From an optimization exercise on the open Yosys and OpenROAD flow, aimed at small area, a short achievable clock period and few clock cycles per item; shortcuts taken in it are not production practice.
Where RTL was checked, it was by simulation tests only, not by an equivalence proof against the original.

==> run F: inputs <==
==> flow/design.v (excerpt) <==
module multiplier_unit #(
    parameter DATA_WIDTH = 32
) (
    input  wire                      clk,
    input  wire                      rst_n,
    input  wire                      req,
    input  wire [2:0]                funct3,
    input  wire                      funct7_bit5,
    output reg                       ready,
    output reg                       valid,
    input  wire [DATA_WIDTH-1:0]     operand_a,
    input  wire [DATA_WIDTH-1:0]     operand_b,
    output reg  [DATA_WIDTH-1:0]     result
);
    reg s_idle, s_mul, s_mul9, s_neg, s_div, s_fix, s_done;
    reg  [2:0]  op;
    reg  [5:0]  cnt;
    reg         asign;       
    reg         sub;         
    reg  [32:0] P_hi;        
    reg  [31:0] P_lo;        
    reg  [32:0] M;           
    reg c1_one, c1_two, c1_neg;      
    reg c2_one, c2_two, c2_neg;      
    reg c2_lo;                       
    wire f_div  = funct3[2];
    wire sa_mul = ~funct3[2] & ~(funct3[1] & funct3[0]);    
    wire sdv    = funct3[2] & ~funct3[0];                    
    wire sb     = (~funct3[2] & ~funct3[1]) | sdv;           
    wire neg_a  = sdv & operand_a[31];
    wire [36:0] Mx = {{4{M[32]}}, M};
    wire [36:0] A  = {{4{P_hi[32]}}, P_hi};
    wire [36:0] r1 = ({37{c1_one}} & Mx) | ({37{c1_two}} & {Mx[35:0], 1'b0});
    wire [36:0] r2 = ({37{c2_one}} & {Mx[34:0], 2'b0}) |
                     ({37{c2_two}} & {Mx[33:0], 3'b0}) |
                     ({37{c2_lo}}  & {5'b0, P_lo});
    wire [36:0] r1x = r1 ^ {37{c1_neg}};
    wire [36:0] r2x = r2 ^ {37{c2_neg}};
    wire [36:0] cs_s = A ^ r1x ^ r2x;
    wire [36:0] cs_c = {(A[35:0] & r1x[35:0]) | (A[35:0] & r2x[35:0]) | (r1x[35:0] & r2x[35:0]), c1_neg};
    wire [36:0] S = cs_s + cs_c + {36'b0, c2_neg};
    wire        nb    = M[32];
    wire        t_neg = S[32];                        
    wire [31:0] X8    = {P_hi[24:0], P_lo[31:25]};
  ...
Settings: LEC_CHECK=0, ABC_AREA=1, CAP_MARGIN=20, CORE_MARGIN=2, CORE_UTILIZATION=45, SLEW_MARGIN=20; clock period 15.0 ns.
standard.sh (not shown) runs the stock make flow with config.mk's settings and CLKGATE_MAP_FILE= SYNTH_SCRIPT=/design/flow/synth_recipe.tcl, a recipe that flattens the netlist after the stock synthesis.
==> flow/flow/run.sh <==
#!/bin/bash
# The standard layout (the standard.sh, unchanged synthesis and SDC) with
# two changes to how the layout is optimised:
#  - repair_timing is asked to leave extra setup slack, so the layout is
#    optimised below the (loose) constraint period;
#  - every input and output port still gets a buffer, but a plain buf_2
#    instead of the delay buffer that buffer_ports would pick by default.
set -o pipefail
bash standard.sh SETUP_SLACK_MARGIN=10.5 \
    "BUFFER_PORTS_ARGS=-buffer_cell sky130_fd_sc_hd__buf_2" \
    finish > standard.log 2>&1
==> run Y: changes against run F <==
--- a/flow/design.v
+++ b/flow/design.v
@@ -135,17 +135,15 @@
             end else begin
                 c2_lo  <= 1'b1;
                 c2_neg <= 1'b1;
             end
         end
         sub <= ~s_div | skip | ~t_neg;
-        if (ld) begin
-            op     <= funct3;
-            asign  <= (f_div ? sdv : sa_mul) & operand_a[31];
-            M      <= {sb & operand_b[31], operand_b};
-        end
+        op     <= funct3;
+        asign  <= (f_div ? sdv : sa_mul) & operand_a[31];
+        M      <= {sb & operand_b[31], operand_b};
         cnt  <= cnt_nx;
         P_hi <= hi_nx;
         P_lo <= lo_nx;
     end
     always @(*) begin
         ready  = s_idle;
==> flow/flow/run.sh (replaced) <==
#!/bin/bash
# The standard layout (the standard.sh, unchanged synthesis and SDC) with
# two changes to how the layout is optimised:
#  - repair_timing is asked to leave extra setup slack, so the layout is
#    optimised below the (loose) constraint period;
#  - every input and output port still gets a buffer, but a plain buf_2
#    instead of the delay buffer that buffer_ports would pick by default.
set -o pipefail
bash standard.sh SETUP_SLACK_MARGIN=10.7 \
    "BUFFER_PORTS_ARGS=-buffer_cell sky130_fd_sc_hd__buf_2" \
    finish > standard.log 2>&1
- ABC_AREA: 1 -> unset
- CORE_UTILIZATION: 45 -> 60
- CTS_BUF_LIST: unset -> sky130_fd_sc_hd__clkbuf_8
- CTS_CLUSTER_SIZE: unset -> 30
==> run G: changes against run F <==
--- a/flow/design.v
+++ b/flow/design.v
@@ -135,17 +135,15 @@
             end else begin
                 c2_lo  <= 1'b1;
                 c2_neg <= 1'b1;
             end
         end
         sub <= ~s_div | skip | ~t_neg;
-        if (ld) begin
-            op     <= funct3;
-            asign  <= (f_div ? sdv : sa_mul) & operand_a[31];
-            M      <= {sb & operand_b[31], operand_b};
-        end
+        op     <= funct3;
+        asign  <= (f_div ? sdv : sa_mul) & operand_a[31];
+        M      <= {sb & operand_b[31], operand_b};
         cnt  <= cnt_nx;
         P_hi <= hi_nx;
         P_lo <= lo_nx;
     end
     always @(*) begin
         ready  = s_idle;
- CORE_UTILIZATION: 45 -> 60
==> run B: changes against run F <==
==> flow/design.v (replaced) <==
module multiplier_unit #(
    parameter DATA_WIDTH = 32
) (
    input  wire                      clk,
    input  wire                      rst_n,
    input  wire                      req,
    input  wire [2:0]                funct3,
    input  wire                      funct7_bit5,
    output reg                       ready,
    output reg                       valid,
    input  wire [DATA_WIDTH-1:0]     operand_a,
    input  wire [DATA_WIDTH-1:0]     operand_b,
    output reg  [DATA_WIDTH-1:0]     result
);
    reg s_idle, s_mul, s_mul9, s_neg, s_div, s_fix, s_done;
    reg  [2:0]  op;
    reg  [5:0]  cnt;
    reg         asign;       
    reg         res_lo;      
    reg  [32:0] P_hi;        
    reg  [31:0] P_lo;        
    reg  [32:0] M;           
    reg c1_one, c1_two, c1_neg;      
    reg c2_one, c2_two, c2_neg;      
    reg c2_lo, c2_hi;                
    wire f_div  = funct3[2];
    wire sa_mul = ~funct3[2] & ~(funct3[1] & funct3[0]);    
    wire sdv    = funct3[2] & ~funct3[0];                    
    wire sb     = (~funct3[2] & ~funct3[1]) | sdv;           
    wire [36:0] Mx = {{4{M[32]}}, M};
    wire [36:0] A  = {{4{P_hi[32]}}, P_hi};
    wire [36:0] r1 = ({37{c1_one}} & Mx) | ({37{c1_two}} & {Mx[35:0], 1'b0});
    wire [36:0] r2 = ({37{c2_one}} & {Mx[34:0], 2'b0}) |
                     ({37{c2_two}} & {Mx[33:0], 3'b0}) |
                     ({37{c2_lo}}  & {5'b0, P_lo}) |
                     ({37{c2_hi}}  & {3'b0, P_hi, 1'b0});
    wire [36:0] r1x = r1 ^ {37{c1_neg}};
    wire [36:0] r2x = r2 ^ {37{c2_neg}};
    wire [36:0] cs_s = A ^ r1x ^ r2x;
    wire [36:0] cs_c = {(A[35:0] & r1x[35:0]) | (A[35:0] & r2x[35:0]) | (r1x[35:0] & r2x[35:0]), c1_neg};
    wire [36:0] S = cs_s + cs_c + {36'b0, c2_neg};
    wire        nb    = M[32];
    wire        t_neg = S[32];                        
    wire [31:0] newR  = t_neg ? P_hi[31:0] : S[31:0];
    wire [31:0] X8    = {P_hi[24:0], P_lo[31:25]};
    wire [32:0] cmp   = {1'b0, X8} + r1x[32:0] + {32'b0, c1_neg};
    wire        skip  = (cnt >= 6'd9) & (P_hi[32:25] == 8'd0) & cmp[32];
    wire        last  = ~skip & (cnt == 6'd1);
    wire bz  = (M[31:0] == 32'd0);
    wire fix = op[1] ? asign : ((asign ^ nb) & ~bz & ~op[0]);
    function [2:0] booth;    
        input [2:0] w;
        begin
            booth[2] = w[1] ^ w[0];
            booth[1] = (w[2] & ~w[1] & ~w[0]) | (~w[2] & w[1] & w[0]);
            booth[0] = w[2];
        end
    endfunction
    wire [2:0] bn0_ld = booth({operand_a[1:0], 1'b0});
    wire [2:0] bn1_ld = booth(operand_a[3:1]);
    wire [2:0] bn0    = booth(P_lo[5:3]);
    wire [2:0] bn1    = booth(P_lo[7:5]);
    wire mul_end = s_mul & (cnt == 6'd1);
    wire go_mul9 = mul_end & ~asign & P_lo[3];
    wire div_end = s_div & last;
    wire go_fix  = div_end & fix;
    wire ld     = s_idle | s_done;
    wire dv_one = s_div & ~skip;                  
    wire h_mul  = s_mul;
    wire h_S    = s_mul9 | (s_fix & op[1]);
    wire h_sub  = dv_one & ~last & ~t_neg;
    wire h_rst  = dv_one & ~last & t_neg;
    wire h_lsub = dv_one & last & op[1] & ~t_neg;
    wire h_lrst = dv_one & last & op[1] & t_neg;
    wire h_skip = s_div & skip;
    wire [32:0] hi_nx = ({33{h_mul}}  & S[36:4]) |
                        ({33{h_S}}    & S[32:0]) |
                        ({33{h_sub}}  & {S[31:0], P_lo[31]}) |
                        ({33{h_rst}}  & {P_hi[31:0], P_lo[31]}) |
                        ({33{h_lsub}} & {1'b0, S[31:0]}) |
                        ({33{h_lrst}} & {1'b0, P_hi[31:0]}) |
                        ({33{h_skip}} & {P_hi[24:0], P_lo[31:24]});
    wire l_S    = s_neg | (s_fix & ~op[1]);
    wire [31:0] lo_nx = ({32{ld}}     & operand_a) |
                        ({32{s_mul}}  & {S[3:0], P_lo[31:4]}) |
                        ({32{l_S}}    & S[31:0]) |
                        ({32{dv_one}} & {P_lo[30:0], ~t_neg}) |
                        ({32{h_skip}} & {P_lo[23:0], 8'd0}) |
                        ({32{s_mul9}} & P_lo);
    wire [5:0] cnt_nx = ld ? (f_div ? 6'd33 : 6'd8) :
                        (cnt - (h_skip ? 6'd8 : {5'd0, s_mul | dv_one}));
    always @(posedge clk or negedge rst_n) begin
        if (!rst_n) begin
            s_idle <= 1'b1;
            s_mul  <= 1'b0;
            s_mul9 <= 1'b0;
            s_neg  <= 1'b0;
            s_div  <= 1'b0;
            s_fix  <= 1'b0;
            s_done <= 1'b0;
        end else begin
            s_idle <= (s_idle & ~req) | s_done;
            s_mul  <= (s_idle & req & ~f_div) | (s_mul & ~mul_end);
            s_mul9 <= go_mul9;
            s_neg  <= s_idle & req & sdv & operand_a[31];
            s_div  <= (s_idle & req & f_div & ~(sdv & operand_a[31])) | s_neg | (s_div & ~div_end);
            s_fix  <= go_fix;
            s_done <= (mul_end & ~go_mul9) | s_mul9 | (div_end & ~fix) | s_fix;
        end
    end
    always @(posedge clk) begin
        c1_one <= 1'b0; c1_two <= 1'b0; c1_neg <= 1'b0;
        c2_one <= 1'b0; c2_two <= 1'b0; c2_neg <= 1'b0;
        c2_lo  <= 1'b0; c2_hi  <= 1'b0;
        if (s_idle) begin
            if (f_div) begin
                c1_one <= ~(sdv & operand_a[31]);
                c1_neg <= ~(sb & operand_b[31]);
                c2_lo  <= sdv & operand_a[31];
                c2_neg <= sdv & operand_a[31];
            end else begin
                {c1_one, c1_two, c1_neg} <= bn0_ld;
                {c2_one, c2_two, c2_neg} <= bn1_ld;
            end
        end else if (s_mul) begin
            if (mul_end) begin
                c1_one <= go_mul9;
            end else begin
                {c1_one, c1_two, c1_neg} <= bn0;
                {c2_one, c2_two, c2_neg} <= bn1;
            end
        end else if (s_neg | (s_div & ~div_end)) begin
            c1_one <= 1'b1;
            c1_neg <= ~nb;
        end else if (go_fix) begin
            c2_lo  <= ~op[1];
            c2_hi  <= op[1];
            c2_neg <= 1'b1;
        end
        if (s_idle | s_done) begin
            op     <= funct3;
            res_lo <= (funct3 == 3'b000) | (funct3[2:1] == 2'b10);
            asign  <= (f_div ? sdv : sa_mul) & operand_a[31];
            M      <= {sb & operand_b[31], operand_b};
        end
        cnt  <= cnt_nx;
        P_hi <= hi_nx;
        P_lo <= lo_nx;
    end
    always @(*) begin
        ready  = s_idle;
        valid  = s_done;
        result = res_lo ? P_lo : P_hi[31:0];
    end
endmodule
==> flow/run.sh (new file) <==
#!/bin/bash
# synth_recipe.tcl (not shown) runs the flow's synth.tcl, then flattens the netlist and writes it again
# the make line also repeats each setting of config.mk as NAME=value (left out here)
make -C /OpenROAD-flow-scripts/flow DESIGN_CONFIG=/design/flow/config.mk WORK_HOME=/design/flow/orfs CLKGATE_MAP_FILE= SYNTH_SCRIPT=/design/flow/synth_recipe.tcl finish
- ABC_AREA: 1 -> unset
- CAP_MARGIN: 20 -> 80
- CORE_UTILIZATION: 45 -> 55
- SLEW_MARGIN: 20 -> 80
removed: flow/flow/run.sh
removed: flow/standard.sh
==> run notes <==
hold_ws=497.1 ps; status=complete, no violations; most frequent cell after synthesis=dfxtp_1; Largest stage delay, worst path=640 ps
Source of the figures above: run Y

==> run notes <==
status=complete, no violations; most frequent cell after synthesis=nand2_1; Largest stage delay, worst path=440 ps; crit path capture=P_hi[22]; WHS Endpoint=cnt[4]; via/cell ratio=5.988; yosys warns=1
Source of the figures above: run F

==> run notes <==
Largest stage delay, worst path=480 ps; status=complete, no violations; hold_ws=508.2 ps; most frequent cell after synthesis=nand2_1
Source of the figures above: run G

==> run notes <==
most frequent cell after synthesis=nand2_1; status=complete, no violations; crit path setup slack, layout=9371 ps; Largest stage delay, worst path=480 ps; Worst Hold Class=reg -> reg; hold_ws=517.5 ps; cell family with most CP delay=buffers and inverters
Source of the figures above: run B

Testbench counts of run F, summed over its fixed seeds: cycles 26,822, ops 2,400.
Testbench counts of run Y, summed over its fixed seeds: cycles 26,822, ops 2,400.
Testbench counts of run G, summed over its fixed seeds: cycles 26,822, ops 2,400.
No functional check of the RTL was part of run B.

re-timing with driven ports:
The results above use ideal ports. As a check the final layouts listed here were re-extracted and re-timed, cells and wires unchanged. Step 1 assumes that a clkbuf_16 drives the clock port and a buf_2 every other input. Step 2 times the ports against the registers' clock, not the clock port: input delays grow and output delays shrink by t, the midpoint of the rising clock arrivals with the driver on. a / b / c = ideal ports / drivers / drivers and shift; a / b = the first two.
run	shift t [ns]	setup slack, ns	worst setup path at the end	clock arrival spread, ns	pins driven straight from the clock port
run F	0.473	10.686 / 10.686 / 10.553	input to register	0.011 / 0.011	1
run Y	0.499	10.683 / 10.638 / 10.788	register to register	0.014 / 0.014	1
run G	0.472	10.606 / 10.606 / 10.606	register to register	0.009 / 0.008	1
run B	0.494	9.371 / 9.371 / 9.371	register to register	0.017 / 0.016	1
After both steps setup and hold are still met in every run listed. For run F, which loses most, drivers alone change the setup slack by 0.000 ns; drivers and shift together by -0.133 ns.
